From an optimization exercise on the open Yosys and OpenROAD flow, aimed at small area; shortcuts taken in it are not production practice.
Where RTL was checked, it was by simulation tests only, not by an equivalence proof against the original.
Only the layout flow was run in runs 2 and 4; the RTL was not checked for function there.
No activity file was given, so power comes from the tool's default toggle rates.

`run.sh`:
```
#!/bin/bash
# synth_recipe.tcl (not shown) runs the flow's synth.tcl, then flattens the netlist and writes it again
# the make line also repeats each setting of config.mk as NAME=value (left out here)
make -C /OpenROAD-flow-scripts/flow DESIGN_CONFIG=/design/flow/config.mk WORK_HOME=/design/flow/orfs CLKGATE_MAP_FILE= SYNTH_SCRIPT=/design/flow/synth_recipe.tcl finish
```
`config.mk`:
```
export PLATFORM = sky130hd
export DESIGN_NAME = firepi_top
export DESIGN_NICKNAME = firepi_top
export VERILOG_FILES = /design/flow/design.v
export SDC_FILE = /design/flow/constraint.sdc
export NUM_CORES = 4
export LEC_CHECK = 0
export ABC_AREA = 1
export CAP_MARGIN = 20
export CORE_MARGIN = 2
export CORE_UTILIZATION = 40
export CTS_BUF_LIST = sky130_fd_sc_hd__clkbuf_8
export CTS_CLUSTER_DIAMETER = 80
export CTS_CLUSTER_SIZE = 14
export SLEW_MARGIN = 20
```
`constraint.sdc`:
```
create_clock -name core_clock -period 20.0 [get_ports {clk_50mhz}]
set_input_delay 4.0000 -clock core_clock [delete_from_list [all_inputs] [get_ports {clk_50mhz}]]
set_output_delay 4.0000 -clock core_clock [all_outputs]
set_load 0.01 [all_outputs]
```
`design.v`:
```
module uart_rx (
    input  wire       clk,
    input  wire       rst,
    input  wire       rx,
    output reg  [7:0] data,
    output reg        valid
);
    reg [3:0] rs;
    reg [8:0] tq;       
    wire [8:0] tmr = tq ^ 9'h0AA;
    wire idle = (rs == 4'd1);
    wire hit = (tmr == 9'h093);
    always @(posedge clk) begin
        tq <= (idle ? 9'h1B2 : hit ? 9'h1FF : {tmr[7:0], tmr[8] ^ tmr[4]}) ^ 9'h0AA;
        if (rs[3] && hit) data <= {rx, data[7:1]};
    end
    always @(posedge clk) begin
        if (rst) begin
            valid <= 1'b0;
            rs <= 4'd1;
        end else begin
            valid <= (rs == 4'd0) && hit;
            if (idle) begin
                if (!rx) rs <= 4'd7;
            end else if (hit) begin
                if (rs == 4'd7 && rx) rs <= 4'd1;
                else rs <= rs + 4'd1;
            end
        end
    end
endmodule
module uart_rx_cmd (
    input  wire       clk,
    input  wire       rst,
    input  wire       rx,
    output reg  [2:0] cls,
    output reg        valid
);
    reg [3:0] rs;
    reg [8:0] tq;       
    wire [8:0] tmr = tq ^ 9'h0AA;
    reg [3:0] lo;
    reg ok;
    wire idle = (rs == 4'd1);
    wire hit = (tmr == 9'h093);
    wire g6 = (lo == 4'h8) | (lo == 4'h3) | (lo == 4'hD) | (lo == 4'h5);
    wire g3 = (lo[3:1] == 3'd0);
    reg want;
    always @(*) begin
        case (rs[1:0])
            2'd0: want = ~g6;
            2'd1: want = 1'b1;
            2'd2: want = ~g3;
            default: want = 1'b0;
        endcase
    end
    always @(*) begin
        if (!ok) cls = 3'd0;
        else case (lo)
            4'h0: cls = 3'd1;
            4'h1: cls = 3'd2;
            4'h2: cls = 3'd3;
            4'h8: cls = 3'd4;
            4'h3: cls = 3'd5;
            4'hD: cls = 3'd6;
            4'h5: cls = 3'd7;
            default: cls = 3'd0;
        endcase
    end
    always @(posedge clk) begin
        tq <= (idle ? 9'h1B2 : hit ? 9'h1FF : {tmr[7:0], tmr[8] ^ tmr[4]}) ^ 9'h0AA;
        if (rs[3] && hit) begin
            if (!rs[2]) begin
                lo <= {rx, lo[3:1]};
                ok <= 1'b1;
            end else if (rx != want) ok <= 1'b0;
        end
    end
    always @(posedge clk) begin
        if (rst) begin
            valid <= 1'b0;
            rs <= 4'd1;
        end else begin
            valid <= (rs == 4'd0) && hit;
            if (idle) begin
                if (!rx) rs <= 4'd7;
            end else if (hit) begin
                if (rs == 4'd7 && rx) rs <= 4'd1;
                else rs <= rs + 4'd1;
            end
        end
    end
endmodule
module firepi_top (
    input  clk_50mhz,
    input  rst,  
    input  uart_rx,  
    output uart_tx,
    input  uart1_rx,  
    output uart1_tx,
    output led_out,  
    output led_solved  
);
    wire clk = clk_50mhz;
    reg [8:0] pc;        
    always @(posedge clk) pc <= pc + 9'd1;
    wire [4:0] ph = pc[4:0];
    wire [3:0] bk = pc[8:5];
    wire [3:0] ph4 = ph[3:0];
    wire lowh = ~ph[4];
    wire k0   = (ph == 5'd0);
    wire kend = (ph == 5'd31);
    localparam [21:0] DINV = 22'h2AAAAA;
    localparam [15:0] LINV = 16'hAAAA;
    reg [21:0] dbq;      
    reg blink;           
    wire [21:0] dbs = dbq ^ DINV;
    wire dbz = (dbs[20:0] == 21'd0);
    always @(posedge clk) begin
        if (rst) begin
            dbq <= 22'd1 ^ DINV;
            blink <= 1'b0;
        end else begin
            dbq <= {dbs[20:0], dbs[21] ^ dbs[20] ^ dbz} ^ DINV;
            if (dbz && !dbs[21]) blink <= ~blink;
        end
    end
    reg [15:0] lfq;      
    wire [15:0] lfsr = lfq ^ LINV;
    always @(posedge clk)
        if (rst) lfq <= 16'hACE1 ^ LINV;
        else lfq <= {lfsr[14:0], lfsr[15] ^ lfsr[13] ^ lfsr[12] ^ lfsr[10]} ^ LINV;
    wire [7:0] rxd1;
    wire [2:0] cls;      
    wire rxv0, rxv1;
    uart_rx_cmd u_rx0 (.clk(clk), .rst(rst), .rx(uart_rx), .cls(cls), .valid(rxv0));
    uart_rx u_rx1 (.clk(clk), .rst(rst), .rx(uart1_rx), .data(rxd1), .valid(rxv1));
    reg [15:0] a0, a1, a2, a3;    
    reg [15:0] b0, b1, b2, b3;    
    reg        gbuf;              
    reg [31:0] acc;               
    wire [3:0] ap = {a3[0], a2[0], a1[0], a0[0]};
    wire [3:0] bp = {b3[0], b2[0], b1[0], b0[0]};
    reg  [3:0] ain, bin;
    reg        accin;
    always @(posedge clk) begin
        a0 <= {ain[0], a0[15:1]};
        a1 <= {ain[1], a1[15:1]};
        a2 <= {ain[2], a2[15:1]};
        a3 <= {ain[3], a3[15:1]};
        b0 <= {bin[0], b0[15:1]};
        b1 <= {bin[1], b1[15:1]};
        b2 <= {bin[2], b2[15:1]};
        b3 <= {bin[3], b3[15:1]};
        acc <= {accin, acc[31:1]};
    end
    localparam S_IDLE = 4'd0, S_D1 = 4'd1, S_D2 = 4'd2, S_D3 = 4'd3,
               S_A1   = 4'd4, S_A2 = 4'd5, S_RDX = 4'd6, S_AP = 4'd7,
               S_TX   = 4'd8;
    localparam L_NONE = 3'd0, L_SWX = 3'd1, L_SW13 = 3'd3, L_SW23 = 3'd2,
               L_H0 = 3'd4, L_H1 = 3'd5, L_MEAS = 3'd6;
    reg [3:0] st;
    reg processing, green, meas;
    reg [3:0] tbyte, tslot;
    reg [8:0] tq;        
    wire [8:0] tmr = tq ^ 9'h0AA;
    reg txr, nb;
    wire tend = (tmr == 9'h093);
    reg fr;
    reg [3:0] idx;       
    wire [3:0] nidx = idx + 4'd1;
    reg ready;
    reg wpend, wact;
    reg blkp, bact, bcopy, fwd;
    reg [1:0] o;
    reg [2:0] lop;
    reg lact;
    reg [1:0] sub, hi;
    reg carry, prev, mcur, ep, eq;
    reg [13:0] rr;
    localparam [15:0] C4 = 16'd46344;    
    wire isH  = lop[2] & ~lop[1];
    wire h1   = lop[0];
    wire isM  = lop[2] & lop[1];
    wire isSW = ~lop[2] & lop[1];
    wire mv   = isH | isSW;              
    wire st0  = mv & (sub == 2'd0);
    wire st1  = mv & (sub == 2'd1);
    wire [1:0] hp = hi[0] ? (h1 ? 2'd1 : 2'd2) : 2'd0;
    wire [1:0] hq = hi[0] ? 2'd3 : (h1 ? 2'd2 : 2'd1);
    wire hornH = isH & (sub == 2'd3);
    wire mhorn = isM & (sub == 2'd1);
    wire madd  = isM & (sub == 2'd2);
    wire horn = hornH | mhorn;
    wire [3:0] j = 4'd0 - bk;
    wire bfirst = (bk == 4'd1);
    wire blast = (bk == 4'd0);
    wire [1:0] tring;
    wire [1:0] xsel = isM ? (madd ? {2{ph[4]}} : hi) :
                      ((sub == 2'd1) | (sub[1] & hi[1])) ? hq : hp;
    wire [1:0] qsel = !lact ? tring : isM ? hi : hq;
    wire xr = ap[xsel];
    wire qr = ap[qsel];
    wire ext = (isH & hi[1]) ? eq : ep;
    wire xk = lowh ? xr : ext;
    wire mbit = isH ? C4[j] : mcur;
    wire neg = mhorn & bfirst;
    wire first = bfirst & horn;
    wire accp = acc[0];
    wire pm = (isM & ~lowh) ? ep : (mbit & xk);
    wire [15:0] rpos = {rr[1:0], 2'b00, rr[13:2]};
    wire injb = (ph < 5'd14) ? 1'b0 : (ph >= 5'd28) ? 1'b1 : rpos[ph[3:0]];
    wire fa_a = st0 ? (isH & xr) : (st1 | madd) ? accp :
                (horn & ~first & ~k0) ? prev : 1'b0;
    wire fa_b = st0 ? qr : st1 ? (isH & ~xr) :
                madd ? ((hi == 2'd0) ? injb : xr) : (neg ? ~pm : pm);
    wire cin = k0 ? ((st1 & isH) | neg) : carry;
    wire sum = fa_a ^ fa_b ^ cin;
    wire cout = (fa_a & fa_b) | (cin & (fa_a ^ fa_b));
    wire we_x = lact & (((st0 | st1) & lowh) | (hornH & blast & ~lowh) | madd);
    wire blkreq = (st == S_AP) | ((st == S_IDLE) & ~ready & rxv0 & (cls == 3'd3));
    wire [3:0] wk = idx;
    wire wdat = rxd1[ph4[2:0]];
    integer g;
    always @(*) begin
        for (g = 0; g < 4; g = g + 1) begin
            bin[g] = (wact && lowh && wk[2:1] == g && ph4[3] == ~wk[0]) ? wdat : bp[g];
            if (bact && lowh)
                ain[g] = bcopy ? bp[g] : ((o == g) && (ph4 == 4'd14));
            else if (we_x && xsel == g)
                ain[g] = sum;
            else
                ain[g] = ap[g];
        end
        accin = accp;
        if (lact && horn) accin = sum;
        else if (lact && st0 && lowh) accin = xr;
    end
    reg [7:0] cbyte;
    always @(*) begin
        case (tbyte[2:0])
            3'd7: cbyte = 8'hAA;
            3'd0: cbyte = {7'b0, green};
            3'd2: cbyte = {7'b0011000, o[1]};
            3'd3: cbyte = meas ? {7'b0011000, o[0]} : 8'h4B;
            3'd4: cbyte = 8'h0D;
            3'd5: cbyte = 8'h0A;
            default: cbyte = 8'h00;
        endcase
    end
    wire [2:0] nd = tslot[2:0];                   
    wire ampbyte = tbyte[3];
    assign tring = tbyte[2:1];
    wire tcap = ~ampbyte | (ph4 == {~tbyte[0], nd});
    wire ans = ~tbyte[3] & (tbyte[2:1] == 2'b01 || tbyte[2:1] == 2'b10);
    assign uart1_tx = txr | ans;
    assign uart_tx  = txr | ~ans;
    assign led_solved = (!processing) && green;
    assign led_out = processing ? blink : (!green);
    always @(posedge clk) begin
        tq <= ((st != S_TX) ? 9'h1A4 : tend ? ((tslot == 4'd9) ? 9'h1A4 : 9'h1FF) :
               {tmr[7:0], tmr[8] ^ tmr[4]}) ^ 9'h0AA;
        if (st != S_TX) tslot <= 4'd15;
        else if (tend) tslot <= (tslot == 4'd9) ? 4'd15 : tslot + 4'd1;
        if (!tslot[3] && tcap)
            nb <= ampbyte ? qr : cbyte[nd];
    end
    always @(posedge clk) begin
        if (rst) begin
            st <= S_IDLE;
            processing <= 1'b0;
            green <= 1'b1;
            txr <= 1'b1;
            fr <= 1'b0;
            ready <= 1'b0;
            blkp <= 1'b1;
            bcopy <= 1'b0;
            bact <= 1'b0;
            o <= 2'd0;
            lop <= L_NONE;
            lact <= 1'b0;
        end else begin
            if (rxv1) begin
                if (!fr) begin
                    if (rxd1 == 8'hAA) begin idx <= 4'd15; fr <= 1'b1; end
                end else begin
                    if (nidx == 4'd8) gbuf <= rxd1[0];
                    if (nidx == 4'd9) begin ready <= 1'b1; fr <= 1'b0; end
                    idx <= nidx;
                end
            end
            if (st == S_AP) ready <= 1'b0;
            case (st)
                S_IDLE: begin
                    processing <= 1'b0;
                    if (ready) begin
                        processing <= 1'b1;
                        st <= S_AP;
                    end else if (rxv0) begin
                        processing <= 1'b1;
                        case (cls)
                            3'd3: begin      
                                green <= 1'b1; meas <= 1'b0; tbyte <= 4'd3;
                                blkp <= 1'b1; bcopy <= 1'b0; o <= 2'd0;
                                st <= S_D2;
                            end
                            3'd4: begin      
                                green <= 1'b0; meas <= 1'b0; tbyte <= 4'd3;
                                lop <= L_H0; st <= S_A1;
                            end
                            3'd5: begin      
                                green <= 1'b0; meas <= 1'b0; tbyte <= 4'd3;
                                lop <= L_SWX; st <= S_A1;
                            end
                            3'd6: begin      
                                green <= 1'b1; meas <= 1'b1; tbyte <= 4'd7;
                                lop <= L_MEAS; st <= S_D3;
                            end
                            3'd7: begin      
                                meas <= 1'b0; tbyte <= 4'd7;
                                st <= S_D1;
                            end
                            default: st <= S_RDX;
                        endcase
                    end
                end
                S_AP: begin
                    green <= gbuf;
                    blkp <= 1'b1;
                    bcopy <= 1'b1;
                    fwd <= wpend;    
                    st <= S_IDLE;
                end
                S_RDX: st <= S_IDLE;
                S_A1: if (rxv0) begin
                    if (lop[2]) begin
                        lop <= (cls == 3'd1) ? L_H0 : (cls == 3'd2) ? L_H1 : L_NONE;
                        st <= S_D1;
                    end else begin
                        lop <= (cls == 3'd1) ? L_SW13 : (cls == 3'd2) ? L_SW23 : L_SWX;
                        st <= S_A2;
                    end
                end
                S_A2: if (rxv0) begin
                    if (!((lop == L_SW13 && cls == 3'd2) || (lop == L_SW23 && cls == 3'd1)))
                        lop <= L_NONE;
                    st <= S_D1;
                end
                S_D3: st <= S_D2;
                S_D2: begin
                    rr <= ~lfsr[13:0];
                    st <= S_D1;
                end
                S_D1: st <= S_TX;
                S_TX: begin
                    if (tend) begin
                        if (tslot == 4'd15) txr <= 1'b0;
                        else if (!tslot[3]) txr <= nb;
                        else if (tslot == 4'd8) txr <= 1'b1;
                        else begin
                            if (tbyte == 4'd5) st <= S_IDLE;
                            else if (tbyte == 4'd1 && !meas) tbyte <= 4'd3;
                            else tbyte <= tbyte + 4'd1;
                        end
                    end
                end
                default: st <= S_IDLE;
            endcase
            if (kend) begin
                bact <= blkp & ~(bcopy & fwd & wpend);
                if (blkp && !blkreq && !(bcopy && fwd && wpend)) blkp <= 1'b0;
                if (!blkp && lop != L_NONE && !lact && st != S_A1 && st != S_A2) begin
                    lact <= 1'b1;
                    sub <= 2'd0; hi <= {1'b0, lop[1] & ~lop[2]};
                end
            end
            if (lact && kend) begin
                if (isSW) begin
                    sub <= 2'd1;
                    if (sub[0]) begin lop <= L_NONE; lact <= 1'b0; end
                end else if (isH) begin
                    case (sub)
                        2'd0: sub <= 2'd1;
                        2'd1: sub <= 2'd2;
                        2'd2: if (blast) sub <= 2'd3;
                        2'd3: if (blast) begin
                            hi[1] <= ~hi[1];
                            if (hi[1]) begin
                                sub <= 2'd0;
                                hi[0] <= 1'b1;
                                if (hi[0]) begin lop <= L_NONE; lact <= 1'b0; end
                            end
                        end
                    endcase
                end else if (isM) begin
                    if (sub == 2'd0) begin
                        if (blast) sub <= 2'd1;
                    end else if (sub == 2'd1) begin
                        if (blast) sub <= 2'd2;
                    end else begin
                        sub <= 2'd0;
                        if (!sum || hi == 2'd2) begin
                            o <= sum ? 2'd3 : hi;
                            lop <= L_NONE; lact <= 1'b0;
                            blkp <= 1'b1; bcopy <= 1'b0;
                        end else hi <= hi + 2'd1;
                    end
                end
            end
        end
    end
    always @(posedge clk) begin
        if (rxv1 && fr && !nidx[3]) wpend <= 1'b1;
        else if (kend) wpend <= 1'b0;
        if (kend) wact <= wpend;
        else if (ph == 5'd15) wact <= 1'b0;
    end
    always @(posedge clk) begin
        carry <= cout;
        prev <= accp;
        if (lact && ph == 5'd15) begin
            if (st0 && isH) ep <= fa_a ^ fa_b ^ cout;
            if (st1 && isH) eq <= fa_a ^ fa_b ^ cout;
            if (isM) ep <= xr & mcur;
        end
        if (lact && isM && !lowh && ph4 == ~bk) mcur <= qr;
    end
endmodule
```
==> impl_metrics.tcl, run 1 <==
set metrics [dict create \
    regToRegStartpoint "pc[0]" \
    grt_pass1_wl_mm 32.80 \
    syn-mean-instance-area_um2 9.749 \
    cts_buffers 26 \
    wl_mm 19.56 \
    synth_cell_types 54 \
    synthFlopType "dfxtp_1" \
    grt_max_degree 42 \
    dpl.hpwl_mm 13.73 \
    grt_pass1_vias 6732 \
    sequentialPowerShare 0.612 \
    cp_slowest_cell "edfxtp_1" \
    yosysMostFrequentCell "dfxtp_1" \
    multiInputGateArea_um2 3456 \
    cts_setup_buffers 0 \
    cts_num_sinks 317 \
    die_w_um 169.1 \
    power_frac_comb 0.119 \
    setup_viol 0 \
    max_freq_ghz 0.1646 \
    h-tree-depth 1 \
    n_antenna_cell 0 \
    nets 1171 \
    cp_max_fo 9 \
    ys_seq_area_frac 0.6254 \
    r2r_cells 14 \
    reg2reg_to "lop[0]" \
    pwr-share-clk 0.269 \
    initial_core_util 0.4055 \
    period_minus_slack_ns 6.075 \
    whs_endpoint "a3[14]" \
    tightest_slew_ns 0.7532 \
    skew_ns 0.01744 \
    dieArea_um2 28580 \
    viasPerCell 4.857 \
    slew_violations 0 \
    yosys_warnings 3 \
    startpoint_type "register" \
    p_int_mw 0.8605 \
    crit_type "register to output pin" \
    max_slew_margin 0.4933 \
    power_leakage_nw 4.809 \
    cp.buffers_inverters 1 \
    p_sw_mw 0.3084 \
    min_period_over_period 0.3037 \
    crit_path_frequent_cell "nand2_1" \
    clock_tree.root_cell "clkbuf_8" \
    crit_required_ns 16.00 \
    seqCellArea_um2 6817 \
    vdd_drop_max_mv 0.06823 \
    async_reset_ff_frac 0 \
    path_delay_family "flip-flops" \
    clk_latency_ns 0.57 \
    reg2reg_slack_ns 15.72 \
    cellPowerDensity_nw_per_um2 99.42 \
    antenna_found_initial 0 \
    path_clk_slew_ns 0.09 \
    end_kind "output pin" \
    postSynthCellCount 1118 \
    tns_ns 0 \
    ys_seq_elements 317 \
    status "timing/DRC/antenna clean" \
    min_from "a3[15]" \
    cts_hold_buf 0 \
    netlist_top_cells_count "dfxtp_1 (270), nand2_1 (161), inv_1 (138)" \
    path_cells "ha_1 -> nand2_1 -> nand2_1 -> clkdlybuf4s50_1" \
    cp.arrival_ns 2.07 \
    synth_area_um2 10900 \
    grt_overflow_total 0 \
    die_y_um 169.1 \
    cts_buffer_depth 3 \
    ctsResizeCount 0 \
    cpPeakStageDelay_ns 0.52 \
    firstDrtPassIters 5 \
    swShare 0.2639 \
    io_pins 8 \
    area_growth_syn_to_layout_pct 7.875 \
    rsz0062_at_grt "no" \
    drtIter0Drc 477 \
    ant_nets 0 \
    core_area_um2 26880 \
    drive_gt1_frac 0.05332 \
    place_congestion 0.8687 \
    hold_path.class "register to register" \
    hold_viol_final 0 \
    cts_tree "done" \
    grt_usage 0.1393 \
    stdcell_count 1485 \
    vias 7213 \
    syn-num-nets 1154 \
    synth-edff-count 47 \
    synth_top_area_cell "dfxtp_1" \
    port_buffers 7 \
    hold_depth 0 \
    placementRows 60 \
    drv_cap 0 \
    drc 0 \
    wl_per_cell_um 13.17 \
    synth_top_area_share 0.4959 \
    fillers 2598 \
    place_inst 1448 \
    synthTopCellsByArea "dfxtp_1 (50%), edfxtp_1 (13%), nand2_1 (5.5%)" \
]
## sequential cells by signal, summed over array words and instances (netlist names), 14 cells and up
register	cells
a0	16
a3	16
b0	16
b1	16
b3	16
a2	16
lfq	16
dbq	22
acc	32
b2	16
a1	16
rr	14
## layout make-up
class                      instances  area share
multi-input combinational        637      0.2939
clock buffer                      27     0.03161
sequential                       317      0.5798
inverter                         144     0.04597
timing repair buffer               9    0.008939
tap                              341     0.03629
clock inverter                    10    0.003512
## layout by cell type (no fill, tap or decap), types with 5 or more instances in the layout
master,n
or2_2,5
a21oi_1,63
dfxtp_1,270
ha_1,30
o21ai_0,69
o31ai_1,6
inv_1,147
nor2_1,112
o211ai_1,9
nand2_2,9
nand3_1,44
clkbuf_8,27
nand2_1,161
o22ai_1,7
edfxtp_1,47
clkdlybuf4s50_1,7
nand4_1,23
nor3_1,15
xor2_1,14
o21ai_1,5
nor4_1,10
xnor2_1,11
## power groups by stage
stage          Clock (mW)  Combinational (mW)  Sequential, mW
2_1_floorplan           0               0.111           0.722
3_3_place_gp            0               0.139           0.730
3_5_place_dp            0               0.141           0.730
4_1_cts             0.328               0.142           0.715
5_1_grt             0.353               0.163           0.721
6_report            0.314               0.140           0.715
## logic make-up (layout without fill, tap and decap cells)
logic type                 after synthesis  in the layout  synth area share
and+or+nand+nor                        397            397            0.1626
DFF                                    317            317            0.6254
AOI/OAI and AO/OA                      183            183           0.09609
buffers and inverters                  164            190           0.05774
adders and majority gates               32             32           0.03811
xor gates and xnor gates                25             25           0.02009
## worst max-delay path by stage
stage	end	depth (start not counted)	start	slack, ns
after floorplan	rr[0]	2	rst	14.79
after global placement	gbuf	5	rst	13.65
after detailed placement	meas	5	rst	13.92
after CTS	uart1_tx	4	tbyte[2]	13.87
after global routing	uart1_tx	4	tbyte[2]	13.78
final	uart1_tx	4	tbyte[2]	13.93
## routing by layer
layer	wire, um	vias to the layer above	global-route usage
li1	-	3703	-
met1	9984	3360	0.1990
met2	8407	110	0.2151
met3	639	40	0.02151
met4	525	0	0.04942
met5	0	-	0
## through the flow
stage	setup slack [ns]	util	hold slack [ns]	cell area, um^2	power (mW)
2_1_floorplan	14.79	-	0.3096	10900	0.8330
3_3_place_gp	13.65	0.4210	0.3097	11310	0.8684
3_5_place_dp	13.92	0.4220	0.3121	11340	0.8704
4_1_cts	13.87	0.4374	0.3207	11760	1.185
5_1_grt	13.78	0.4375	0.3287	11760	1.237
6_report	13.93	0.4375	0.3173	11760	1.169
==> inputs of run 2 (changes only) <==
--- a/design.v
+++ b/design.v
@@ -2,6 +2,7 @@
     input  wire       clk,
     input  wire       rst,
     input  wire       rx,
+    input  wire       rot,
     output reg  [7:0] data,
     output reg        valid
 );
@@ -13,6 +14,7 @@
     always @(posedge clk) begin
         tq <= (idle ? 9'h1B2 : hit ? 9'h1FF : {tmr[7:0], tmr[8] ^ tmr[4]}) ^ 9'h0AA;
         if (rs[3] && hit) data <= {rx, data[7:1]};
+        else if (rot) data <= {data[0], data[7:1]};
     end
     always @(posedge clk) begin
         if (rst) begin
@@ -134,7 +136,8 @@
     wire [2:0] cls;      
     wire rxv0, rxv1;
     uart_rx_cmd u_rx0 (.clk(clk), .rst(rst), .rx(uart_rx), .cls(cls), .valid(rxv0));
-    uart_rx u_rx1 (.clk(clk), .rst(rst), .rx(uart1_rx), .data(rxd1), .valid(rxv1));
+    wire wrot;
+    uart_rx u_rx1 (.clk(clk), .rst(rst), .rx(uart1_rx), .rot(wrot), .data(rxd1), .valid(rxv1));
     reg [15:0] a0, a1, a2, a3;    
     reg [15:0] b0, b1, b2, b3;    
     reg        gbuf;              
@@ -220,7 +223,8 @@
     wire we_x = lact & (((st0 | st1) & lowh) | (hornH & blast & ~lowh) | madd);
     wire blkreq = (st == S_AP) | ((st == S_IDLE) & ~ready & rxv0 & (cls == 3'd3));
     wire [3:0] wk = idx;
-    wire wdat = rxd1[ph4[2:0]];
+    assign wrot = wact & lowh;
+    wire wdat = rxd1[0];
     integer g;
     always @(*) begin
         for (g = 0; g < 4; g = g + 1) begin
==> run 2 against run 1 <==
Sequential cell count stayed put. Count of clock-buffer cells in the layout is 1 higher. Core utilization is 0.40 points higher. Combinational power is 16% higher. Clock skew is 0.026 ns higher. Total power is 1.9% higher. Routed wire length is 0.87% higher. Synthesized cell count is 1.3% higher. Synthesized area is 1.8% higher. Cell count is 3.1% higher. Design area is 1.8% higher. Maximum frequency is 1.4% lower. Critical path type unchanged. Critical endpoint unchanged. Highest routed layer unchanged.
==> impl_metrics.tcl, run 2 <==
set metrics [dict create \
    status "timing/DRC/antenna clean" \
    stdcell_count 1531 \
    largest_register_ff_count 32 \
    max_freq_ghz 0.1624 \
    ant_nets 0 \
    grt_overflow_total 0 \
    dp_slack_ns 13.50 \
    drive_gt1_frac 0.08024 \
    final_common_cell "dfxtp_1" \
    tightest_slew_ns 0.7800 \
    hold_ws_ns 0.3077 \
    max_slew_margin 0.4745 \
    crit_path_frequent_cell "nand2_1" \
    most-common-layout-cells "dfxtp_1 (270), nand2_1 (165), inv_1 (137)" \
    drtIter0Drc 364 \
    ys_seq_elements 317 \
    nets 1183 \
    synth_area_um2 11090 \
    setup_viol 0 \
    seqCellArea_um2 6817 \
    antenna_found_initial 0 \
    end_kind "output pin" \
    cts_num_sinks 317 \
    synth-edff-count 47 \
    port_buffers 7 \
    wl_mm 19.73 \
    cts_buffer_depth 3 \
    syn-num-nets 1169 \
    hold_path.class "register to register" \
    synthFlopType "dfxtp_1" \
    cts_hold_buf 0 \
    die_y_um 170.5 \
    cpPeakStageDelay_ns 0.54 \
    path_cells "ha_1 -> nand2_1 -> nand2_1 -> clkdlybuf4s50_1" \
    period_minus_slack_ns 6.158 \
    tns_ns 0 \
    cts_setup_buffers 0 \
    power_leakage_nw 4.922 \
    dpl.hpwl_mm 13.80 \
    skew_ns 0.04392 \
    core_area_um2 27100 \
    viasPerCell 4.713 \
    syn-mean-instance-area_um2 9.798 \
    crit_required_ns 16.00 \
    path_clk_slew_ns 0.10 \
    fin_ws_ns 13.84 \
    clock_tree.root_cell "clkbuf_8" \
    postSynthCellCount 1132 \
    cp_max_fo 9 \
    placementRows 60 \
    h-tree-depth 1 \
    slew_violations 0 \
    dieArea_um2 29080 \
    regMostFlops "acc" \
    yosysMostFrequentCell "dfxtp_1" \
    area_growth_syn_to_layout_pct 7.863 \
    cts_tree "done" \
    largestRegisters "acc x32, dbq x22" \
    grt_max_degree 43 \
    place_congestion 0.8963 \
    ctsResizeCount 0 \
    cts_buffers 26 \
    synthTopCellsByArea "dfxtp_1 (49%), edfxtp_1 (13%), nand2_1 (5.6%)" \
    place_inst 1490 \
    final_util 0.4415 \
    hold_viol_final 0 \
    cp_slowest_cell "edfxtp_1" \
    firstDrtPassIters 5 \
    die_w_um 170.5 \
    wl_per_cell_um 12.89 \
    grt_pass1_wl_mm 33.32 \
    vdd_drop_max_mv 0.06265 \
    cp.arrival_ns 2.16 \
    ys_seq_area_frac 0.6146 \
    crit_type "register to output pin" \
    startpoint_type "register" \
    netlist_top_cells_count "dfxtp_1 (270), nand2_1 (165), inv_1 (125)" \
    initial_core_util 0.4093 \
    synth_top_area_share 0.4873 \
    vias 7216 \
    fillers 2626 \
    min_period_over_period 0.3079 \
    io_pins 8 \
    async_reset_ff_frac 0 \
    yosys_warnings 3 \
    cellPowerDensity_nw_per_um2 99.61 \
    synth_cell_types 58 \
    grt_usage 0.1396 \
    multiInputGateArea_um2 3611 \
    drc 0 \
    clk_latency_ns 0.58 \
    n_antenna_cell 0 \
    synth_top_area_cell "dfxtp_1" \
    grt_pass1_vias 7028 \
    drv_cap 0 \
    rsz0062_at_grt "no" \
]
run 2: cell count changes in the layout (fill, tap and decap cells not counted), moves of 4 or more:
cell / delta
a21oi_1: -11
inv_1: -10
inv_2: +5
inv_4: +5
nand2_1: +4
nand2_4: +5
nand3_1: +17
nand3_2: +4
nor4_1: -5
o21ai_0: -16
o21ai_1: +8
run 2: area by class of cell:
cell class / count / area share
Clock buffer: 28 / 0.03221
Clock inverter: 13 / 0.004183
Inverter: 142 / 0.04602
Multi-Input combinational cell: 650 / 0.3018
Sequential cell: 317 / 0.5698
Tap cell: 372 / 0.03890
Timing Repair Buffer: 9 / 0.007111
run 2: routing by layer:
layer / track usage / part of all wire / vias to the layer above
li1: - / - / 3737
met1: 0.1897 / 0.49 / 3321
met2: 0.2246 / 0.44 / 122
met3: 0.02614 / 0.045 / 36
met4: 0.04682 / 0.027 / 0
met5: 0 / 0 / -
run 2: worst paths after layout:
check	startpoint	end	slack (ns)	depth (start not counted)
worst max-delay path	tbyte[2]	uart1_tx	13.84	4
worst min-delay path	a2[9]	a2[8]	0.31	0
worst max register to register	lop[2]	hi[1]	15.78	16
worst min register to register	a2[9]	a2[8]	0.31	0
run 2: cells by family after synthesis:
| family | share of synthesized area |
|---|---|
| simple gates | 0.1790 |
| flops | 0.6146 |
| compound gates | 0.08957 |
| buf+inv | 0.06012 |
| fa+ha+maj | 0.03858 |
| xor+xnor | 0.01816 |
run 2: per-stage QoR:
stage	cell area [um^2]	total power [mW]
2_1_floorplan	11090	0.8485
3_3_place_gp	11530	0.8864
3_5_place_dp	11530	0.8890
4_1_cts	11960	1.208
5_1_grt	11960	1.258
6_report	11960	1.192
run 2: worst max-delay path, delay by kind of cell, from the launching register on:
| kind | cells | cell delay [ns] |
|---|---|---|
| and+or+nand+nor | 2 | 0.12 |
| buffers and inverters | 1 | 0.52 |
| DFF | 1 | 0.54 |
| adders and majority gates | 1 | 0.39 |
run 2: report_power, final:
part / switching [mW] / internal, mW
sequential: 0.0263 / 0.685
combinational: 0.106 / 0.0557
clock: 0.191 / 0.128
==> inputs of run 3 (changes only) <==
--- a/design.v
+++ b/design.v
@@ -175,7 +175,6 @@
     reg ready;
     reg wpend, wact;
     reg blkp, bact, bcopy, fwd;
-    reg [1:0] o;
     reg [2:0] lop;
     reg lact;
     reg [1:0] sub, hi;
@@ -230,7 +229,7 @@
         for (g = 0; g < 4; g = g + 1) begin
             bin[g] = (wact && lowh && wk[2:1] == g && ph4[3] == ~wk[0]) ? wdat : bp[g];
             if (bact && lowh)
-                ain[g] = bcopy ? bp[g] : ((o == g) && (ph4 == 4'd14));
+                ain[g] = bcopy ? bp[g] : ((hi == g) && (ph4 == 4'd14));
             else if (we_x && xsel == g)
                 ain[g] = sum;
             else
@@ -245,8 +244,8 @@
         case (tbyte[2:0])
             3'd7: cbyte = 8'hAA;
             3'd0: cbyte = {7'b0, green};
-            3'd2: cbyte = {7'b0011000, o[1]};
-            3'd3: cbyte = meas ? {7'b0011000, o[0]} : 8'h4B;
+            3'd2: cbyte = {7'b0011000, hi[1]};
+            3'd3: cbyte = meas ? {7'b0011000, hi[0]} : 8'h4B;
             3'd4: cbyte = 8'h0D;
             3'd5: cbyte = 8'h0A;
             default: cbyte = 8'h00;
@@ -280,7 +279,7 @@
             blkp <= 1'b1;
             bcopy <= 1'b0;
             bact <= 1'b0;
-            o <= 2'd0;
+            hi <= 2'd0;
             lop <= L_NONE;
             lact <= 1'b0;
         end else begin
@@ -305,7 +304,7 @@
                         case (cls)
                             3'd3: begin      
                                 green <= 1'b1; meas <= 1'b0; tbyte <= 4'd3;
-                                blkp <= 1'b1; bcopy <= 1'b0; o <= 2'd0;
+                                blkp <= 1'b1; bcopy <= 1'b0; hi <= 2'd0;
                                 st <= S_D2;
                             end
                             3'd4: begin      
@@ -403,11 +402,11 @@
                         if (blast) sub <= 2'd2;
                     end else begin
                         sub <= 2'd0;
+                        if (sum) hi <= hi + 2'd1;
                         if (!sum || hi == 2'd2) begin
-                            o <= sum ? 2'd3 : hi;
                             lop <= L_NONE; lact <= 1'b0;
                             blkp <= 1'b1; bcopy <= 1'b0;
-                        end else hi <= hi + 2'd1;
+                        end
                     end
                 end
             end
==> run 3 against run 2 <==
Synthesized cell count decreased by 1.1%. Count of clock-buffer cells in the layout decreased by 1. Worst hold slack got worse by 0.0070 ns. Via count increased by 0.25%. Non-clock buffer count increased by 1. Sequential power about the same. Combinational power decreased by 4%. Sequential share of layout area increased by 0.67 points. Synthesized area decreased by 1.9%. Die area decreased by 1.9%. Critical endpoint unchanged.
==> impl_metrics.tcl, run 3 <==
set metrics [dict create \
    synthAdderAreaFrac 0.04049 \
    antenna_found_initial 0 \
    largest_register_ff_count 32 \
    min_period_over_period 0.3047 \
    nets 1177 \
    startpoint_type "register" \
    synth-compound-area-share 0.08961 \
    placementRows 60 \
    hold_path.class "register to register" \
    tightest_slew_ns 0.8455 \
    vias 7234 \
    wl_mm 19.55 \
    core_area_um2 26800 \
    reg2reg_slack_ns 16.09 \
    largestRegisters "acc x32, dbq x22" \
    synth_cell_types 52 \
    seqCellArea_um2 6756 \
    cts_hold_buf 0 \
    end_kind "output pin" \
    cts_num_sinks 315 \
    clk_latency_ns 0.57 \
    path_clk_slew_ns 0.11 \
    pwr-share-clk 0.267 \
    grt_usage 0.1400 \
    r2r_cells 22 \
    ys_seq_area_frac 0.6212 \
    wl_per_cell_um 13.12 \
    place_congestion 0.9106 \
    sequentialPowerShare 0.601 \
    grt_pass1_vias 6907 \
    synth.area.mux_share 0 \
    crit_required_ns 16.00 \
    fin_ws_ns 13.91 \
    most-common-layout-cells "dfxtp_1 (270), nand2_1 (174), inv_1 (151)" \
    n_antenna_cell 0 \
    skew_ns 0.04282 \
    p_sw_mw 0.3194 \
    whs_endpoint "b0[0]" \
    synthFlopType "dfxtp_1" \
    synthXorXnorAreaFrac 0.01852 \
    synth_top_area_cell "dfxtp_1" \
    synthTopCellsByArea "dfxtp_1 (50%), edfxtp_1 (12%), nand2_1 (6.0%)" \
    ant_nets 0 \
    grt_pass1_wl_mm 33.02 \
    cts_tree "done" \
    io_pins 8 \
    drive_gt1_frac 0.05570 \
    multiInputGateArea_um2 3468 \
    hold_depth 0 \
    vdd_drop_max_mv 0.07101 \
    ctsResizeCount 0 \
    period_minus_slack_ns 6.093 \
    cp.arrival_ns 2.09 \
    viasPerCell 4.855 \
    clock_tree.root_cell "clkbuf_8" \
    tns_ns 0 \
    max_freq_ghz 0.1641 \
    area_growth_syn_to_layout_pct 7.764 \
    ys_seq_elements 315 \
    syn-mean-instance-area_um2 9.711 \
    synth-edff-count 45 \
    async_reset_ff_frac 0 \
    cts_buffer_depth 3 \
    initial_core_util 0.4058 \
    dieArea_um2 28530 \
    drtIter0Drc 413 \
    grt_max_degree 44 \
    power_mw 1.180 \
    slew_violations 0 \
    swShare 0.2708 \
    post_synth_and_or_nand_nor_area_fraction 0.1703 \
    dp_slack_ns 13.96 \
    p_int_mw 0.8602 \
    synth_top_family_by_area "simple AND/OR/NAND/NOR gates" \
    fillers 2579 \
    netlist_top_cells_count "dfxtp_1 (270), nand2_1 (174), inv_1 (141)" \
    hold_viol_final 0 \
    grt_overflow_total 0 \
    reg2reg_to "lact" \
    synth_area_um2 10880 \
    die_w_um 168.9 \
    postSynthCellCount 1120 \
    h-tree-depth 1 \
    yosysMostFrequentCell "dfxtp_1" \
    drc 0 \
    die_y_um 168.9 \
    drv_cap 0 \
    cellPowerDensity_nw_per_um2 100.6 \
    regMostFlops "acc" \
    syn-num-nets 1158 \
    min_from "b0[1]" \
    crit_type "register to output pin" \
    cp_max_fo 8 \
    synth_top_area_share 0.4970 \
    regToRegStartpoint "lop[2]" \
    status "timing/DRC/antenna clean" \
    yosys_warnings 3 \
    max_slew_margin 0.4311 \
    dpl.hpwl_mm 13.79 \
    power_frac_comb 0.132 \
    power_leakage_nw 4.884 \
    cts_setup_buffers 0 \
    firstDrtPassIters 5 \
    cts_buffers 26 \
    final_common_cell "dfxtp_1" \
    setup_viol 0 \
    port_buffers 7 \
    rsz0062_at_grt "no" \
]
run 3: cell types whose count changed in the layout (fill, tap and decap cells not counted), sizes merged, moves of 3 or more:
cell     change
o211ai       +4
a21oi        -7
inv          +5
or2          -3
nor4         +6
o2111ai      -3
o21ai        -9
a31oi        +6
nand3        -8
run 3: cells by family (layout without fill, tap and decap cells):
| kind of cell | Yosys count | in the layout |
|---|---|---|
| and+or+nand+nor | 418 | 418 |
| DFF | 315 | 315 |
| buffers and inverters | 168 | 197 |
| AOI/OAI and AO/OA | 162 | 162 |
| adders and majority gates | 34 | 34 |
| xor gates and xnor gates | 23 | 23 |
run 3: area by class of cell:
| class | instances | area share |
|---|---|---|
| inverter | 149 | 0.04772 |
| timing repair buffer | 10 | 0.007899 |
| sequential | 315 | 0.5764 |
| clock buffer | 27 | 0.03170 |
| tap | 341 | 0.03640 |
| multi-input combinational | 637 | 0.2959 |
| clock inverter | 11 | 0.003950 |
run 3: layer usage:
layer,vias to the layer above,track usage,part of all wire
li1,3693,-,-
met1,3364,0.1951,0.50
met2,136,0.2222,0.43
met3,41,0.02572,0.045
met4,0,0.04235,0.025
met5,-,0,0
run 3: worst max path at each step:
stage,start,endpoint,slack (ns)
2_1_floorplan,rst,tbyte[0],14.52
3_3_place_gp,rst,tbyte[1],13.99
3_5_place_dp,rst,tbyte[1],13.96
4_1_cts,tbyte[2],uart1_tx,13.88
5_1_grt,tbyte[2],uart1_tx,13.81
6_report,tbyte[2],uart1_tx,13.91
run 3: stage by stage:
stage	instances	hold WS, ns	util	instance area (um^2)
2_1_floorplan	1120	0.3096	-	10880
3_3_place_gp	1451	0.3101	0.4215	11300
3_5_place_dp	1451	0.3121	0.4215	11300
4_1_cts	1489	0.3093	0.4371	11710
5_1_grt	1490	0.3193	0.4373	11720
6_report	1490	0.3007	0.4373	11720
run 3: power groups by stage:
| stage | Combinational [mW] | Clock, mW | Sequential [mW] |
|---|---|---|---|
| 6_report | 0.156 | 0.314 | 0.709 |
| 2_1_floorplan | 0.121 | 0 | 0.717 |
| 3_5_place_dp | 0.155 | 0 | 0.724 |
| 4_1_cts | 0.156 | 0.329 | 0.710 |
| 5_1_grt | 0.181 | 0.350 | 0.716 |
| 3_3_place_gp | 0.153 | 0 | 0.724 |
run 3: critical path, cell delays in order, from the launching register on:
cell             delay, ns
edfxtp_1              0.53
ha_1                  0.35
nand2_1               0.06
nand2_1               0.06
clkdlybuf4s50_1       0.53
==> inputs of run 4 (changes only) <==
--- a/design.v
+++ b/design.v
@@ -2,7 +2,6 @@
     input  wire       clk,
     input  wire       rst,
     input  wire       rx,
-    input  wire       rot,
     output reg  [7:0] data,
     output reg        valid
 );
@@ -14,7 +13,6 @@
     always @(posedge clk) begin
         tq <= (idle ? 9'h1B2 : hit ? 9'h1FF : {tmr[7:0], tmr[8] ^ tmr[4]}) ^ 9'h0AA;
         if (rs[3] && hit) data <= {rx, data[7:1]};
-        else if (rot) data <= {data[0], data[7:1]};
     end
     always @(posedge clk) begin
         if (rst) begin
@@ -136,8 +134,7 @@
     wire [2:0] cls;      
     wire rxv0, rxv1;
     uart_rx_cmd u_rx0 (.clk(clk), .rst(rst), .rx(uart_rx), .cls(cls), .valid(rxv0));
-    wire wrot;
-    uart_rx u_rx1 (.clk(clk), .rst(rst), .rx(uart1_rx), .rot(wrot), .data(rxd1), .valid(rxv1));
+    uart_rx u_rx1 (.clk(clk), .rst(rst), .rx(uart1_rx), .data(rxd1), .valid(rxv1));
     reg [15:0] a0, a1, a2, a3;    
     reg [15:0] b0, b1, b2, b3;    
     reg        gbuf;              
@@ -222,8 +219,7 @@
     wire we_x = lact & (((st0 | st1) & lowh) | (hornH & blast & ~lowh) | madd);
     wire blkreq = (st == S_AP) | ((st == S_IDLE) & ~ready & rxv0 & (cls == 3'd3));
     wire [3:0] wk = idx;
-    assign wrot = wact & lowh;
-    wire wdat = rxd1[0];
+    wire wdat = rxd1[ph4[2:0]];
     integer g;
     always @(*) begin
         for (g = 0; g < 4; g = g + 1) begin
==> run 4 against run 3 <==
Via count up 0.66%. Non-clock buffer count down 1. Setup slack better by 0.035 ns. Design area up 0.33%. First-iteration DRC count up 11%. Synthesized cell count up 1.7%. Critical endpoint unchanged.
==> impl_metrics.tcl, run 4 <==
set metrics [dict create \
    crit_path_frequent_cell "nand2_1" \
    core_area_um2 26950 \
    hold_ws_ns 0.3151 \
    synth_area_um2 10950 \
    synth_top_area_share 0.4935 \
    ys_seq_area_frac 0.6169 \
    tightest_slew_ns 0.9228 \
    ant_nets 0 \
    syn-mean-instance-area_um2 9.616 \
    antenna_found_initial 0 \
    regMostFlops "acc" \
    drive_gt1_frac 0.06449 \
    place_congestion 0.8968 \
    clock_tree.root_cell "clkbuf_8" \
    max_freq_ghz 0.1651 \
    drv_cap 0 \
    power_mw 1.154 \
    fin_ws_ns 13.94 \
    port_buffers 7 \
    most-common-layout-cells "dfxtp_1 (270), nand2_1 (182), inv_1 (142)" \
    postSynthCellCount 1139 \
    synth_top_area_cell "dfxtp_1" \
    grt_max_degree 39 \
    crit_type "register to output pin" \
    viasPerCell 4.842 \
    r2r_cells 24 \
    dpl.hpwl_mm 14.20 \
    hold_path.class "register to register" \
    synthTopCellsByArea "dfxtp_1 (49%), edfxtp_1 (12%), nand2_1 (6.2%)" \
    power_leakage_nw 4.874 \
    stdcell_count 1504 \
    cts_hold_buf 0 \
    cts_buffers 26 \
    grt_usage 0.1435 \
    die_w_um 169.5 \
    status "timing/DRC/antenna clean" \
    reg2reg_slack_ns 16.19 \
    startpoint "tbyte[2]" \
    cp.arrival_ns 2.06 \
    firstDrtPassIters 5 \
    final_common_cell "dfxtp_1" \
    startpoint_type "register" \
    min_from "a1[10]" \
    cellPowerDensity_nw_per_um2 98.15 \
    largestRegisters "acc x32, dbq x22" \
    place_inst 1467 \
    cpPeakStageDelay_ns 0.52 \
    vdd_drop_max_mv 0.08330 \
    dieArea_um2 28720 \
    period_minus_slack_ns 6.058 \
    drc 0 \
    fillers 2607 \
    cts_buffer_depth 3 \
    synth_cell_types 53 \
    path_clk_slew_ns 0.10 \
    grt_pass1_wl_mm 34.09 \
    setup_viol 0 \
    slew_violations 0 \
    hold_depth 0 \
    cp_slowest_cell "clkdlybuf4s50_1" \
    n_antenna_cell 0 \
    initial_core_util 0.4064 \
    clk_latency_ns 0.57 \
    ctsResizeCount 0 \
    max_slew_margin 0.3791 \
    async_reset_ff_frac 0 \
    tns_ns 0 \
    largest_register_ff_count 32 \
    yosysMostFrequentCell "dfxtp_1" \
    path_cells "ha_1 -> nand2_1 -> nand2_1 -> clkdlybuf4s50_1" \
    skew_ns 0.02894 \
    rsz0062_at_grt "no" \
    nets 1192 \
    crit_required_ns 16.00 \
    die_y_um 169.5 \
    drtIter0Drc 459 \
    netlist_top_cells_count "dfxtp_1 (270), nand2_1 (182), inv_1 (133)" \
    wl_per_cell_um 13.43 \
    syn-num-nets 1177 \
    yosys_warnings 3 \
    vias 7282 \
    grt_pass1_vias 6893 \
    cp_max_fo 8 \
    hold_viol_final 0 \
    dp_slack_ns 13.99 \
    cts_setup_buffers 0 \
    grt_overflow_total 0 \
    io_pins 8 \
    synthFlopType "dfxtp_1" \
    wl_mm 20.20 \
    cts_num_sinks 315 \
    h-tree-depth 1 \
    ys_seq_elements 315 \
    placementRows 60 \
    end_kind "output pin" \
    cts_tree "done" \
    min_period_over_period 0.3029 \
    synth-edff-count 45 \
    regToRegStartpoint "lop[1]" \
    area_growth_syn_to_layout_pct 7.368 \
]
==> run 4: layout make-up <==
cell class,count,area [um^2],area share
clock buffers,26,357.8,0.03043
repair buffers,9,85.08,0.007235
multi-input cells,657,3536,0.3007
clock inverters,11,51.30,0.004362
inverters,145,546.8,0.04649
well taps,341,426.7,0.03628
flip-flops and latches,315,6756,0.5745
==> run 4: power breakdown <==
part           internal (mW)  switching (mW)  leakage [nW]
clock network          0.120           0.192         0.244
registers              0.677          0.0253          2.58
logic                 0.0490          0.0902          2.05
==> run 4: worst max-delay path: cells and delay by family, from the launching register on <==
kind,cells,cell delay [ns]
DFF,1,0.51
buffers and inverters,1,0.52
adders and majority gates,1,0.35
and+or+nand+nor,2,0.10
==> run 4: worst paths after layout <==
path	endpoint
setup / recovery	uart1_tx
hold / removal	a1[9]
setup reg to reg	lop[0]
hold reg to reg	a1[9]
==> run 4: per-layer routing <==
layer / up-vias / share of wire / global-route usage
met5: - / 0 / 0
met4: 0 / 0.020 / 0.03939
met3: 36 / 0.045 / 0.02612
met2: 142 / 0.43 / 0.2204
met1: 3374 / 0.50 / 0.2079
li1: 3730 / - / -
==> run 4: through the flow <==
stage / instance area, um^2 / utilization
CTS: 11760 / 0.4363
global route: 11760 / 0.4364
finish: 11760 / 0.4364
detailed placement: 11350 / 0.4211
global placement: 11350 / 0.4211
floorplan: 10950 / -
==> run 4: cell families (layout without fill, tap and decap cells) <==
kind of cell,after synthesis,after routing,synth area share
AO/OA/AOI/OAI,167,167,0.08796
XOR/XNOR,23,23,0.01839
adder cells (fa/ha/maj),34,34,0.04021
buffers and inverters,167,191,0.06054
flip-flops,315,315,0.6169
AND/OR/NAND/NOR,433,433,0.1760
==> inputs of run 5 (changes only) <==
--- a/design.v
+++ b/design.v
@@ -2,6 +2,7 @@
     input  wire       clk,
     input  wire       rst,
     input  wire       rx,
+    input  wire       rot,
     output reg  [7:0] data,
     output reg        valid
 );
@@ -13,6 +14,7 @@
     always @(posedge clk) begin
         tq <= (idle ? 9'h1B2 : hit ? 9'h1FF : {tmr[7:0], tmr[8] ^ tmr[4]}) ^ 9'h0AA;
         if (rs[3] && hit) data <= {rx, data[7:1]};
+        else if (rot) data <= {data[0], data[7:1]};
     end
     always @(posedge clk) begin
         if (rst) begin
@@ -134,7 +136,8 @@
     wire [2:0] cls;      
     wire rxv0, rxv1;
     uart_rx_cmd u_rx0 (.clk(clk), .rst(rst), .rx(uart_rx), .cls(cls), .valid(rxv0));
-    uart_rx u_rx1 (.clk(clk), .rst(rst), .rx(uart1_rx), .data(rxd1), .valid(rxv1));
+    wire wrot;
+    uart_rx u_rx1 (.clk(clk), .rst(rst), .rx(uart1_rx), .rot(wrot), .data(rxd1), .valid(rxv1));
     reg [15:0] a0, a1, a2, a3;    
     reg [15:0] b0, b1, b2, b3;    
     reg        gbuf;              
@@ -164,7 +167,7 @@
     reg [3:0] tbyte, tslot;
     reg [8:0] tq;        
     wire [8:0] tmr = tq ^ 9'h0AA;
-    reg txr, nb;
+    reg txr;
     wire tend = (tmr == 9'h093);
     reg fr;
     reg [3:0] idx;       
@@ -175,7 +178,7 @@
     reg [2:0] lop;
     reg lact;
     reg [1:0] sub, hi;
-    reg carry, prev, mcur, ep, eq;
+    reg carry, prev, mcur, ep;
     reg [13:0] rr;
     localparam [15:0] C4 = 16'd46344;    
     wire isH  = lop[2] & ~lop[1];
@@ -200,7 +203,7 @@
     wire [1:0] qsel = !lact ? tring : isM ? hi : hq;
     wire xr = ap[xsel];
     wire qr = ap[qsel];
-    wire ext = (isH & hi[1]) ? eq : ep;
+    wire ext = (isH & hi[1]) ? mcur : ep;
     wire xk = lowh ? xr : ext;
     wire mbit = isH ? C4[j] : mcur;
     wire neg = mhorn & bfirst;
@@ -219,7 +222,8 @@
     wire we_x = lact & (((st0 | st1) & lowh) | (hornH & blast & ~lowh) | madd);
     wire blkreq = (st == S_AP) | ((st == S_IDLE) & ~ready & rxv0 & (cls == 3'd3));
     wire [3:0] wk = idx;
-    wire wdat = rxd1[ph4[2:0]];
+    assign wrot = wact & lowh;
+    wire wdat = rxd1[0];
     integer g;
     always @(*) begin
         for (g = 0; g < 4; g = g + 1) begin
@@ -261,8 +265,6 @@
                {tmr[7:0], tmr[8] ^ tmr[4]}) ^ 9'h0AA;
         if (st != S_TX) tslot <= 4'd15;
         else if (tend) tslot <= (tslot == 4'd9) ? 4'd15 : tslot + 4'd1;
-        if (!tslot[3] && tcap)
-            nb <= ampbyte ? qr : cbyte[nd];
     end
     always @(posedge clk) begin
         if (rst) begin
@@ -354,7 +356,7 @@
                 S_TX: begin
                     if (tend) begin
                         if (tslot == 4'd15) txr <= 1'b0;
-                        else if (!tslot[3]) txr <= nb;
+                        else if (!tslot[3]) txr <= ampbyte ? ep : cbyte[nd];
                         else if (tslot == 4'd8) txr <= 1'b1;
                         else begin
                             if (tbyte == 4'd5) st <= S_IDLE;
@@ -419,9 +421,10 @@
         prev <= accp;
         if (lact && ph == 5'd15) begin
             if (st0 && isH) ep <= fa_a ^ fa_b ^ cout;
-            if (st1 && isH) eq <= fa_a ^ fa_b ^ cout;
+            if (st1 && isH) mcur <= fa_a ^ fa_b ^ cout;
             if (isM) ep <= xr & mcur;
         end
         if (lact && isM && !lowh && ph4 == ~bk) mcur <= qr;
+        if (ampbyte && !tslot[3] && tcap) ep <= qr;
     end
 endmodule
==> run 5 against run 4 <==
Worst hold slack got worse by 0.014 ns. Core utilization up 0.53 points. Die area shrank 2.1%. Critical path depth stayed put. Largest power group unchanged. Setup slack worse by 0.024 ns. Total power down 1.8%. Synthesized area shrank 2.1%. Highest routed layer unchanged. Non-clock buffer count rose by 1. Count of clock-buffer cells in the layout up 1. Combinational power decreased by about 10%.
==> impl_metrics.tcl, run 5 <==
set metrics [dict create \
    drc 0 \
    die_y_um 167.7 \
    nets 1168 \
    cp.buffers_inverters 1 \
    ys_seq_elements 313 \
    cp_max_fo 10 \
    most-common-layout-cells "dfxtp_1 (270), nand2_1 (177), inv_1 (140)" \
    largestRegisters "acc x32, dbq x22" \
    wl_per_cell_um 13.43 \
    cellPowerDensity_nw_per_um2 97.93 \
    hold_path.class "register to register" \
    async_reset_ff_frac 0 \
    reg2reg_slack_ns 16.25 \
    cts_buffer_depth 3 \
    grt_overflow_total 0 \
    max_freq_ghz 0.1644 \
    synth_top_area_share 0.5041 \
    cts_num_sinks 313 \
    hold_viol_final 0 \
    startpoint_type "register" \
    clock_tree.root_cell "clkbuf_8" \
    drive_gt1_frac 0.05000 \
    initial_core_util 0.4091 \
    stdcell_area_um2 11570 \
    final_util 0.4416 \
    cts_hold_buf 0 \
    vias 7226 \
    skew_ns 0.04366 \
    n_antenna_cell 0 \
    fin_ws_ns 13.92 \
    hold_ws_ns 0.3012 \
    cts_setup_buffers 0 \
    ctsResizeCount 0 \
    synthFlopType "dfxtp_1" \
    syn-mean-instance-area_um2 9.659 \
    cts_buffers 26 \
    dp_slack_ns 13.79 \
    viasPerCell 4.899 \
    startpoint "tbyte[2]" \
    cpPeakStageDelay_ns 0.54 \
    port_buffers 7 \
    clk_latency_ns 0.58 \
    synthTopCellsByArea "dfxtp_1 (50%), edfxtp_1 (12%), nand2_1 (6.2%)" \
    period_minus_slack_ns 6.082 \
    tightest_slew_ns 0.6491 \
    setup_viol 0 \
    drtIter0Drc 478 \
    firstDrtPassIters 5 \
    dpl.hpwl_mm 13.82 \
    regMostFlops "acc" \
    crit_type "register to output pin" \
    yosys_warnings 3 \
    path_delay_family "flip-flops" \
    final_common_cell "dfxtp_1" \
    drv_cap 0 \
    end_kind "output pin" \
    grt_pass1_vias 6890 \
    max_slew_margin 0.5649 \
    rsz0062_at_grt "no" \
    power_mw 1.133 \
    min_from "a3[3]" \
    path_cells "ha_1 -> nand2_1 -> nand2_1 -> clkdlybuf4s50_1" \
    netlist_top_cells_count "dfxtp_1 (270), nand2_1 (177), inv_1 (132)" \
    grt_max_degree 42 \
    vdd_drop_max_mv 0.05630 \
    syn-num-nets 1148 \
    h-tree-depth 1 \
    power_leakage_nw 4.727 \
    ant_nets 0 \
    path_clk_slew_ns 0.12 \
    place_inst 1437 \
    slew_violations 0 \
    tns_ns 0 \
    placementRows 59 \
    io_pins 8 \
    cts_tree "done" \
    antenna_found_initial 0 \
    grt_pass1_wl_mm 33.30 \
    ys_seq_area_frac 0.6246 \
    largest_register_ff_count 32 \
    synth_cell_types 52 \
    dieArea_um2 28130 \
    stdcell_count 1475 \
    synth-edff-count 43 \
    crit_path_frequent_cell "nand2_1" \
    regToRegStartpoint "lop[2]" \
    fillers 2527 \
    crit_required_ns 16.00 \
    dpl_cell_area_um2 11150 \
    place_congestion 0.9114 \
    cp_slowest_cell "edfxtp_1" \
    min_period_over_period 0.3041 \
    postSynthCellCount 1110 \
    synth_area_um2 10720 \
    die_w_um 167.7 \
    status "timing/DRC/antenna clean" \
    wl_mm 19.81 \
    core_area_um2 26210 \
    area_growth_syn_to_layout_pct 7.947 \
    cp.arrival_ns 2.08 \
    synth_top_area_cell "dfxtp_1" \
    yosysMostFrequentCell "dfxtp_1" \
    grt_usage 0.1416 \
]
[run 5: cell types whose count changed in the layout (fill, tap and decap cells not counted), sizes merged, moves of 4 or more]
cell | previous run | this run
nor2 | 126 | 107
nand3 | 55 | 71
inv | 156 | 144
nand2 | 194 | 183
a21oi | 50 | 58
o21ai | 68 | 60
nand4 | 23 | 17
nor3 | 20 | 26
clkinv | 0 | 4
nor3b | 1 | 5
o211ai | 12 | 8
[run 5: kinds of logic (layout without fill, tap and decap cells)]
kind of cell / Yosys count / count (layout) / share of synthesized area
compound gates: 165 / 165 / 0.08904
xor+xnor: 19 / 19 / 0.01552
fa+ha+maj: 34 / 34 / 0.04108
buf+inv: 155 / 185 / 0.05532
flops: 313 / 313 / 0.6246
mux: 1 / 1 / 0.001050
simple gates: 423 / 423 / 0.1734
[run 5: area by class of cell]
type / instances / area (um^2) / share of cell area
flip-flops and latches: 313 / 6696 / 0.5786
multi-input cells: 642 / 3435 / 0.2968
inverters: 137 / 514.2 / 0.04443
well taps: 335 / 419.2 / 0.03622
clock buffers: 27 / 371.6 / 0.03211
repair buffers: 10 / 92.59 / 0.008000
clock inverters: 11 / 45.04 / 0.003892
[run 5: path summary, 6_finish.rpt]
kind,end,depth (start not counted)
worst max-delay path,uart1_tx,4
worst min-delay path,a3[2],0
worst max register to register,lop[2],18
worst min register to register,a3[2],0
[run 5: report_power, final]
group | switching [mW] | internal [mW] | leakage, nW
clock | 0.192 | 0.124 | 0.248
sequential | 0.0226 | 0.671 | 2.52
combinational | 0.0816 | 0.0430 | 1.96
total | 0.296 | 0.837 | 4.73
[run 5: layer usage]
| metal | GRT usage | wire length (um) | vias to the layer above |
|---|---|---|---|
| met5 | 0 | 0 | - |
| met4 | 0.03856 | 442 | 0 |
| met3 | 0.02364 | 852 | 36 |
| met2 | 0.2246 | 8661 | 135 |
| met1 | 0.2010 | 9856 | 3375 |
| li1 | - | - | 3680 |
==> inputs of run 6 (changes only) <==
--- a/config.mk
+++ b/config.mk
@@ -9,7 +9,7 @@
 export CAP_MARGIN = 20
 export CORE_MARGIN = 2
 export CORE_UTILIZATION = 40
-export CTS_BUF_LIST = sky130_fd_sc_hd__clkbuf_8
+export CTS_BUF_LIST = sky130_fd_sc_hd__clkbuf_4 sky130_fd_sc_hd__clkbuf_8
 export CTS_CLUSTER_DIAMETER = 80
-export CTS_CLUSTER_SIZE = 14
+export CTS_CLUSTER_SIZE = 12
 export SLEW_MARGIN = 20
==> run 6 against run 5 <==
Design area grew 1.0%. Cell count grew 0.47%. Die area stayed put. Sequential cell count unchanged. Setup slack lost 0.012 ns. Largest cell class unchanged. Largest power group unchanged.
==> impl_metrics.tcl, run 6 <==
set metrics [dict create \
    nets 1172 \
    ctsResizeCount 0 \
    synth_top_area_share 0.5041 \
    grt_usage 0.1426 \
    cts_num_sinks 313 \
    power_leakage_nw 4.768 \
    vdd_drop_max_mv 0.06049 \
    syn-num-nets 1148 \
    grt_pass1_vias 6926 \
    startpoint_type "register" \
    area_growth_syn_to_layout_pct 9.056 \
    stdcell_count 1482 \
    postSynthCellCount 1110 \
    dpl_cell_area_um2 11150 \
    cpPeakStageDelay_ns 0.54 \
    min_period_over_period 0.3047 \
    yosys_warnings 3 \
    async_reset_ff_frac 0 \
    path_clk_slew_ns 0.10 \
    synth_cell_types 52 \
    synthFlopType "dfxtp_1" \
    die_w_um 167.7 \
    largest_register_ff_count 32 \
    slew_violations 0 \
    placementRows 59 \
    rsz0062_at_grt "no" \
    swShare 0.2549 \
    dpl.hpwl_mm 13.82 \
    cts_hold_buf 0 \
    final_common_cell "dfxtp_1" \
    status "timing/DRC/antenna clean" \
    die_y_um 167.7 \
    path_cells "ha_1 -> nand2_1 -> nand2_1 -> clkdlybuf4s50_1" \
    netlist_top_cells_count "dfxtp_1 (270), nand2_1 (177), inv_1 (132)" \
    crit_required_ns 16.00 \
    grt_max_degree 42 \
    drtIter0Drc 394 \
    yosysMostFrequentCell "dfxtp_1" \
    drive_gt1_frac 0.06277 \
    p_sw_mw 0.3012 \
    cts_buffers 30 \
    hold_path.class "register to register" \
    dieArea_um2 28130 \
    clk_latency_ns 0.58 \
    cp.arrival_ns 2.09 \
    viasPerCell 4.877 \
    hold_ws_ns 0.3132 \
    tns_ns 0 \
    skew_ns 0.02685 \
    synthTopCellsByArea "dfxtp_1 (50%), edfxtp_1 (12%), nand2_1 (6.2%)" \
    h-tree-depth 1 \
    grt_pass1_wl_mm 33.55 \
    core_area_um2 26210 \
    antenna_found_initial 0 \
    crit_path_frequent_cell "nand2_1" \
    cts_buffer_depth 3 \
    fillers 2544 \
    vias 7227 \
    period_minus_slack_ns 6.094 \
    path_delay_family "flip-flops" \
    synth-edff-count 43 \
    end_kind "output pin" \
    drv_cap 0 \
    wl_per_cell_um 13.42 \
    dp_slack_ns 13.79 \
    sequentialPowerShare 0.587 \
    ys_seq_area_frac 0.6246 \
    most-common-layout-cells "dfxtp_1 (270), nand2_1 (177), inv_1 (132)" \
    final_util 0.4462 \
    cp_max_fo 10 \
    crit_type "register to output pin" \
    synth_top_area_cell "dfxtp_1" \
    power_frac_comb 0.105 \
    io_pins 8 \
    firstDrtPassIters 7 \
    p_int_mw 0.8802 \
    n_antenna_cell 0 \
    pwr-share-clk 0.308 \
    regMostFlops "acc" \
    stdcell_area_um2 11690 \
    tightest_slew_ns 0.6442 \
    synth_area_um2 10720 \
    grt_overflow_total 0 \
    hold_viol_final 0 \
    wl_mm 19.89 \
    initial_core_util 0.4091 \
    clock_tree.root_cell "clkbuf_8" \
    ys_seq_elements 313 \
    power_mw 1.181 \
    cellPowerDensity_nw_per_um2 101.0 \
    port_buffers 7 \
    fin_ws_ns 13.91 \
    largestRegisters "acc x32, dbq x22" \
    drc 0 \
    cts_setup_buffers 0 \
    place_inst 1437 \
    place_congestion 0.9114 \
    max_slew_margin 0.5682 \
    max_freq_ghz 0.1641 \
    cts_tree "done" \
    cp_slowest_cell "edfxtp_1" \
    setup_viol 0 \
    ant_nets 0 \
    syn-mean-instance-area_um2 9.659 \
    cp.buffers_inverters 1 \
]
run 6: power groups by stage:
| stage | Sequential (mW) | Clock [mW] | Combinational (mW) |
|---|---|---|---|
| 3_3_place_gp | 0.707 | 0 | 0.123 |
| 6_report | 0.694 | 0.363 | 0.124 |
| 4_1_cts | 0.693 | 0.379 | 0.125 |
| 3_5_place_dp | 0.708 | 0 | 0.123 |
| 5_1_grt | 0.698 | 0.404 | 0.144 |
| 2_1_floorplan | 0.701 | 0 | 0.0959 |
run 6: worst paths after layout:
check             slack (ns)  cells after the start  startpoint        to
setup / recovery       13.91                      4    tbyte[2]  uart1_tx
hold / removal          0.31                      0       a3[3]     a3[2]
setup reg to reg       16.26                     18      lop[2]    lop[2]
hold reg to reg         0.31                      0       a3[3]     a3[2]
run 6: area by class of cell:
cell class	count	area (um^2)	share of cell area
clock inverters	1	11.26	0.0009631
multi-input cells	642	3435	0.2937
well taps	335	419.2	0.03585
inverters	137	514.2	0.04398
repair buffers	10	92.59	0.007919
flip-flops and latches	313	6696	0.5727
clock buffers	44	524.3	0.04484
run 6: metal layers:
| layer | global-route usage | routed length (um) | up-vias |
|---|---|---|---|
| met3 | 0.02742 | 1058 | 21 |
| met5 | 0 | 0 | - |
| li1 | - | - | 3689 |
| met4 | 0.02684 | 273 | 0 |
| met1 | 0.2019 | 9833 | 3371 |
| met2 | 0.2298 | 8729 | 146 |
run 6: kinds of logic after synthesis:
family          synth area share
xor+xnor                 0.01552
mux                     0.001050
fa+ha+maj                0.04108
flops                     0.6246
compound gates           0.08904
simple gates              0.1734
buf+inv                  0.05532

==> re-timing with driven ports <==
The results above use ideal ports. As a check the final layouts listed here were re-extracted and re-timed, cells and wires unchanged. Step 1 assumes that a clkbuf_16 drives the clock port and a buf_2 every other input. Step 2 moves the port delays by t, midway between the first and last clock arrival at a register: inputs arrive t later, outputs are due t later. That takes back most of the time a late clock gives input paths. Slacks: ideal / step 1 / step 2; pairs: ideal / step 1.
| run | t (ns) | setup slack, ns | worst hold slack (ns) | cell pins on the clock port's net |
|---|---|---|---|---|
| run 1 | 0.599 | 13.925 / 13.881 / 13.993 | 0.317 / 0.317 / 0.317 | 1 |
| run 2 | 0.601 | 13.842 / 13.798 / 13.515 | 0.308 / 0.308 / 0.308 | 1 |
| run 3 | 0.593 | 13.907 / 13.864 / 13.988 | 0.301 / 0.301 / 0.301 | 1 |
| run 4 | 0.597 | 13.942 / 13.902 / 13.984 | 0.315 / 0.315 / 0.315 | 1 |
| run 5 | 0.596 | 13.918 / 13.876 / 13.793 | 0.301 / 0.301 / 0.301 | 1 |
| run 6 | 0.601 | 13.906 / 13.867 / 13.806 | 0.313 / 0.313 / 0.313 | 1 |
After both steps every run listed still meets setup and hold. For run 2, which loses most, drivers alone change the setup slack by -0.044 ns; drivers and shift together by -0.327 ns.
